Source: an optimization exercise on an open RTL-to-GDS flow (aim: small area, a short achievable clock period and few clock cycles). Production flows keep margins and buffers that such runs may drop.
Function was checked by simulation only, so behaviour that the tests miss may differ from the original.
The clock input has no modelled driver; a real chip could not lean on it and would need a root buffer or a full tree.
Power is estimated from default activity; no workload was simulated.

==> flow/design.v <==
module performance_counter #(
    parameter COUNTER_WIDTH = 16
) (
    input  logic                        clk,
    input  logic                        rst_n,
    input  logic                        block_completed,
    output logic [COUNTER_WIDTH-1:0]    blocks_processed,
    output logic [COUNTER_WIDTH-1:0]    cycles_elapsed
);
    logic [COUNTER_WIDTH-1:0] blocks_next;
    assign blocks_next = rst_n ? blocks_processed + 1'b1 : '0;
    always_ff @(posedge clk) begin
        if (block_completed || !rst_n)
            blocks_processed <= blocks_next;
    end
    always_ff @(posedge clk) begin
        if (!rst_n)
            cycles_elapsed <= '0;
        else
            cycles_elapsed <= cycles_elapsed + 1'b1;
    end
endmodule
module encrypt_engine #(
    parameter BLOCK_WIDTH = 32
) (
    input  logic [BLOCK_WIDTH-1:0]  data_in,
    output logic [BLOCK_WIDTH-1:0]  data_out
);
    localparam logic [8*32-1:0] KEYS = {
        32'h55555555, 32'hAAAAAAAA, 32'h76543210, 32'hFEDCBA98,
        32'h9ABCDEF0, 32'h12345678, 32'hCAFEBABE, 32'hDEADBEEF
    };
    always_comb begin
        data_out = data_in;
        for (int r = 0; r < 8; r++) begin
            data_out = data_out ^ KEYS[r*32 +: 32];
            data_out = {data_out[BLOCK_WIDTH-2:0], data_out[BLOCK_WIDTH-1]};
        end
    end
endmodule
module crypto_accelerator_top #(
    parameter BLOCK_WIDTH = 32,
    parameter COUNTER_WIDTH = 16
) (
    input  logic                        clk,
    input  logic                        rst_n,
    input  logic [BLOCK_WIDTH-1:0]      data_in,
    input  logic                        data_in_valid,
    output logic                        data_in_ready,
    output logic [BLOCK_WIDTH-1:0]      data_out,
    output logic                        data_out_valid,
    input  logic                        data_out_ready,
    output logic [COUNTER_WIDTH-1:0]    blocks_processed,
    output logic [COUNTER_WIDTH-1:0]    cycles_elapsed
);
    logic [BLOCK_WIDTH-1:0] encrypted;
    logic [BLOCK_WIDTH-1:0] skid_data;
    logic                   skid_valid;    
    logic                   in_ready;      
    logic                   out_empty;     
    logic                   out_load;
    encrypt_engine #(.BLOCK_WIDTH(BLOCK_WIDTH)) u_encrypt_engine (
        .data_in  (data_in),
        .data_out (encrypted)
    );
    assign data_in_ready = in_ready;
    assign out_load = out_empty || data_out_ready;
    always_ff @(posedge clk) begin
        if (!rst_n) begin
            data_out_valid <= 1'b0;
            out_empty      <= 1'b1;
            skid_valid     <= 1'b0;
            in_ready       <= 1'b1;
        end else if (out_load) begin
            data_out_valid <= skid_valid || data_in_valid;
            out_empty      <= !(skid_valid || data_in_valid);
            skid_valid     <= 1'b0;
            in_ready       <= 1'b1;
        end else if (!skid_valid) begin
            skid_valid     <= data_in_valid;
            in_ready       <= !data_in_valid;
        end
    end
    always_ff @(posedge clk) begin
        if (out_load)
            data_out <= skid_valid ? skid_data : encrypted;
    end
    always_ff @(posedge clk) begin
        if (!skid_valid)
            skid_data <= encrypted;
    end
    performance_counter #(.COUNTER_WIDTH(COUNTER_WIDTH)) u_performance_counter (
        .clk              (clk),
        .rst_n            (rst_n),
        .block_completed  (!out_empty && data_out_ready),
        .blocks_processed (blocks_processed),
        .cycles_elapsed   (cycles_elapsed)
    );
endmodule
Settings: LEC_CHECK=0, CAP_MARGIN=20, CORE_MARGIN=2, CORE_UTILIZATION=35, SLEW_MARGIN=20; clock period 6.0 ns.
standard.sh (not shown) runs the stock make flow with config.mk's settings and CLKGATE_MAP_FILE= SYNTH_SCRIPT=/design/flow/synth_recipe.tcl, a recipe that flattens the netlist after the stock synthesis.
==> flow/flow/run.sh <==
#!/bin/bash
# Own layout flow: the standard ORFS flow (standard.sh) with
#  - every input and output port buffered by a plain sky130_fd_sc_hd__buf_1
#    (timing repair sizes it as needed) instead of the delay buffer
#    buffer_ports picks by default;
#  - ORFS's cts step replaced by flow/cts.tcl: a balanced one-level clock
#    tree (the clock port drives 4 clkbuf_16, each driving a cluster of
#    flip-flops), then setup repair aiming at REPAIR_MARGIN ns of slack;
#  - the same setup margin for the repair after global routing.
# Each step's output goes to its own log in the work folder (flow_place.log,
# flow_cts.log, flow_finish.log); ORFS's steps also keep their logs under
# orfs/logs/.
set -euo pipefail
REPAIR_MARGIN=${REPAIR_MARGIN:-3.8}
export BUFFER_PORTS_ARGS="-buffer_cell sky130_fd_sc_hd__buf_1"
bash standard.sh place > flow_place.log 2>&1
RESULTS_DIR=orfs/results/$FLOW_PLATFORM/crypto_accelerator_top/base \
PLATFORM_DIR=$FLOW_HOME/platforms/$FLOW_PLATFORM \
CTS_CLOCK_PORT=clk CTS_NBUF=4 CTS_BUF_CELL=sky130_fd_sc_hd__clkbuf_16 \
CTS_REPAIR_MARGIN=$REPAIR_MARGIN \
  openroad -no_init -exit flow/cts.tcl > flow_cts.log 2>&1
export SETUP_SLACK_MARGIN=$REPAIR_MARGIN
bash standard.sh > flow_finish.log 2>&1
==> flow/flow/cts.tcl <==
# Clock tree step, in place of ORFS's cts step: a one-level tree in which the
# clock port drives CTS_NBUF buffers (CTS_BUF_CELL), each driving the
# flip-flops of one cluster (k-means on the flip-flop positions). The tree is
# balanced: every flip-flop is one buffer from the port. Then setup repair
# aiming at CTS_REPAIR_MARGIN ns of slack, hold repair, and legalization.
# Reads 3_place.odb/.sdc and writes 4_1_cts.odb and 4_cts.sdc in RESULTS_DIR.
set P $::env(PLATFORM_DIR)
set R $::env(RESULTS_DIR)
read_liberty $P/lib/sky130_fd_sc_hd__tt_025C_1v80.lib
read_db $R/3_place.odb
read_sdc $R/3_place.sdc
source $P/setRC.tcl
set_dont_use [list sky130_fd_sc_hd__probe_p_8 sky130_fd_sc_hd__probec_p_8 sky130_fd_sc_hd__lpflow_*]

set block [ord::get_db_block]
set clknet [[$block findBTerm $::env(CTS_CLOCK_PORT)] getNet]
set sinks {}
foreach it [$clknet getITerms] {
  set inst [$it getInst]
  lappend sinks [list $it {*}[$inst getLocation]]
}
set n [llength $sinks]
set k $::env(CTS_NBUF)
puts "clock sinks: $n, clusters: $k"
# k-means, seeded with sinks sorted by angle around the centroid
set cx 0; set cy 0
foreach s $sinks { set cx [expr {$cx + [lindex $s 1]}]; set cy [expr {$cy + [lindex $s 2]}] }
set cx [expr {$cx / double($n)}]; set cy [expr {$cy / double($n)}]
set sorted [lsort -real -index 3 [lmap s $sinks { list {*}$s [expr {atan2([lindex $s 2]-$cy, [lindex $s 1]-$cx)}] }]]
set cent {}
for {set c 0} {$c < $k} {incr c} {
  set s [lindex $sorted [expr {int(($c + 0.5) * $n / $k)}]]
  lappend cent [list [lindex $s 1] [lindex $s 2]]
}
for {set iter 0} {$iter < 50} {incr iter} {
  set sumx [lrepeat $k 0.0]; set sumy [lrepeat $k 0.0]; set cnt [lrepeat $k 0]
  set assign {}
  foreach s $sorted {
    set best 0; set bd 1e30
    for {set c 0} {$c < $k} {incr c} {
      set d [expr {abs([lindex $s 1]-[lindex $cent $c 0]) + abs([lindex $s 2]-[lindex $cent $c 1])}]
      if {$d < $bd} { set bd $d; set best $c }
    }
    lappend assign $best
    lset sumx $best [expr {[lindex $sumx $best] + [lindex $s 1]}]
    lset sumy $best [expr {[lindex $sumy $best] + [lindex $s 2]}]
    lset cnt $best [expr {[lindex $cnt $best] + 1}]
  }
  for {set c 0} {$c < $k} {incr c} {
    if {[lindex $cnt $c] > 0} {
      lset cent $c [list [expr {[lindex $sumx $c] / [lindex $cnt $c]}] [expr {[lindex $sumy $c] / [lindex $cnt $c]}]]
    }
  }
}
puts "cluster sizes: $cnt"
set master [[ord::get_db] findMaster $::env(CTS_BUF_CELL)]
set bufs {}
for {set c 0} {$c < $k} {incr c} {
  set inst [odb::dbInst_create $block $master "clkbuf_leaf_$c"]
  set net [odb::dbNet_create $block "clknet_leaf_$c"]
  $net setSigType CLOCK
  [$inst findITerm A] connect $clknet
  [$inst findITerm X] connect $net
  $inst setLocation [expr {int([lindex $cent $c 0])}] [expr {int([lindex $cent $c 1])}]
  $inst setPlacementStatus PLACED
  lappend bufs $net
}
foreach s $sorted a $assign {
  set it [lindex $s 0]
  $it disconnect
  $it connect [lindex $bufs $a]
}
$clknet setSigType CLOCK
detailed_placement
set_propagated_clock [all_clocks]
estimate_parasitics -placement
report_clock_latency
report_worst_slack -max -digits 3
repair_timing -setup -setup_margin $::env(CTS_REPAIR_MARGIN) -repair_tns 100 -match_cell_footprint -verbose
repair_timing -hold -hold_margin 0 -match_cell_footprint -verbose
detailed_placement
check_placement -verbose
estimate_parasitics -placement
report_clock_latency
report_worst_slack -max -digits 3
report_checks -group_path_count 5 -format end
write_db $R/4_1_cts.odb
write_sdc -no_timestamp $R/4_cts.sdc
Testbench counts at the start, summed over its fixed seeds: cycles 11,071.
Then changed:
--- a/flow/flow/run.sh
+++ b/flow/flow/run.sh
@@ -12,5 +12,5 @@
 # orfs/logs/.
 set -euo pipefail
-REPAIR_MARGIN=${REPAIR_MARGIN:-3.8}
+REPAIR_MARGIN=${REPAIR_MARGIN:-4.0}
 export BUFFER_PORTS_ARGS="-buffer_cell sky130_fd_sc_hd__buf_1"
 bash standard.sh place > flow_place.log 2>&1
- CORE_UTILIZATION: 35 -> 55
The changed run went through all stages and came out clean.
Worst setup slack improves by 0.071 ns.
Combinational power goes up by about a fifth.
Synthesized area does not change.
Sequential cell count does not change.
Power rose slightly.
Sequential share of layout area is lower by 0.77 points.
Then changed:
--- a/flow/flow/run.sh
+++ b/flow/flow/run.sh
@@ -12,5 +12,5 @@
 # orfs/logs/.
 set -euo pipefail
-REPAIR_MARGIN=${REPAIR_MARGIN:-4.0}
+REPAIR_MARGIN=${REPAIR_MARGIN:-3.9}
 export BUFFER_PORTS_ARGS="-buffer_cell sky130_fd_sc_hd__buf_1"
 bash standard.sh place > flow_place.log 2>&1
- CORE_UTILIZATION: 55 -> 35
Result: The new run went through all stages and came out clean. Worst setup slack got worse by 0.056 ns. Worst hold slack gets better by 0.0049 ns. Design area went down slightly. Power barely changes. Critical path depth stays the same. Area after synthesis stays the same. Cell count rose by roughly a tenth. Core utilization shrinks by 26 points. Clock power goes up by a few percent. Wire length grows by a few percent. Fmax goes down by a few percent.
Then changed:
--- a/flow/flow/run.sh
+++ b/flow/flow/run.sh
@@ -12,5 +12,5 @@
 # orfs/logs/.
 set -euo pipefail
-REPAIR_MARGIN=${REPAIR_MARGIN:-3.9}
+REPAIR_MARGIN=${REPAIR_MARGIN:-4.3}
 export BUFFER_PORTS_ARGS="-buffer_cell sky130_fd_sc_hd__buf_1"
 bash standard.sh place > flow_place.log 2>&1
Outcome: The new run produced a clean layout. Fmax rose by 4.0%. Hold slack hardly moves. Clock power barely changes. Setup slack is better by 0.078 ns. Total power rose by 5.6%. Final cell count rose by 11%. Critical path depth is unchanged. Routed wire length rose by 16%.
In every run of this note, the design's own scripts or RTL, not TritonCTS, make the clock network.

## port drivers added, routing unchanged
The results above use ideal ports. As a check the final layouts listed here were re-extracted and re-timed, cells and wires unchanged.
Step 1, drivers: a clkbuf_16 drives clk and a buf_2 each remaining input, both assumed.
Step 2 times the ports against the registers' clock, not the clock port: input delays grow and output delays shrink by t, the midpoint of the rising clock arrivals with the driver on.
Three values: ideal ports, drivers, drivers and shift; two values: the first two.
run	shift t [ns]	setup slack, ns	hold WS [ns]	worst setup path at the end	worst register clock-pin slew, ns
the first run	0.235	3.952 / 3.889 / 3.761	0.477 / 0.477 / 0.477	input to register	0.10 / 0.10
the second run	0.223	4.023 / 3.953 / 3.909	0.472 / 0.472 / 0.472	input to register	0.11 / 0.11
the third run	0.235	3.967 / 3.890 / 3.793	0.477 / 0.477 / 0.477	input to register	0.10 / 0.10
the fourth run	0.235	4.045 / 3.967 / 3.875	0.476 / 0.476 / 0.476	input to register	0.10 / 0.10
After both steps every run listed still meets setup and hold. The setup slack of the first run, which loses most, moves by -0.063 ns with the drivers and by -0.191 ns with both steps.
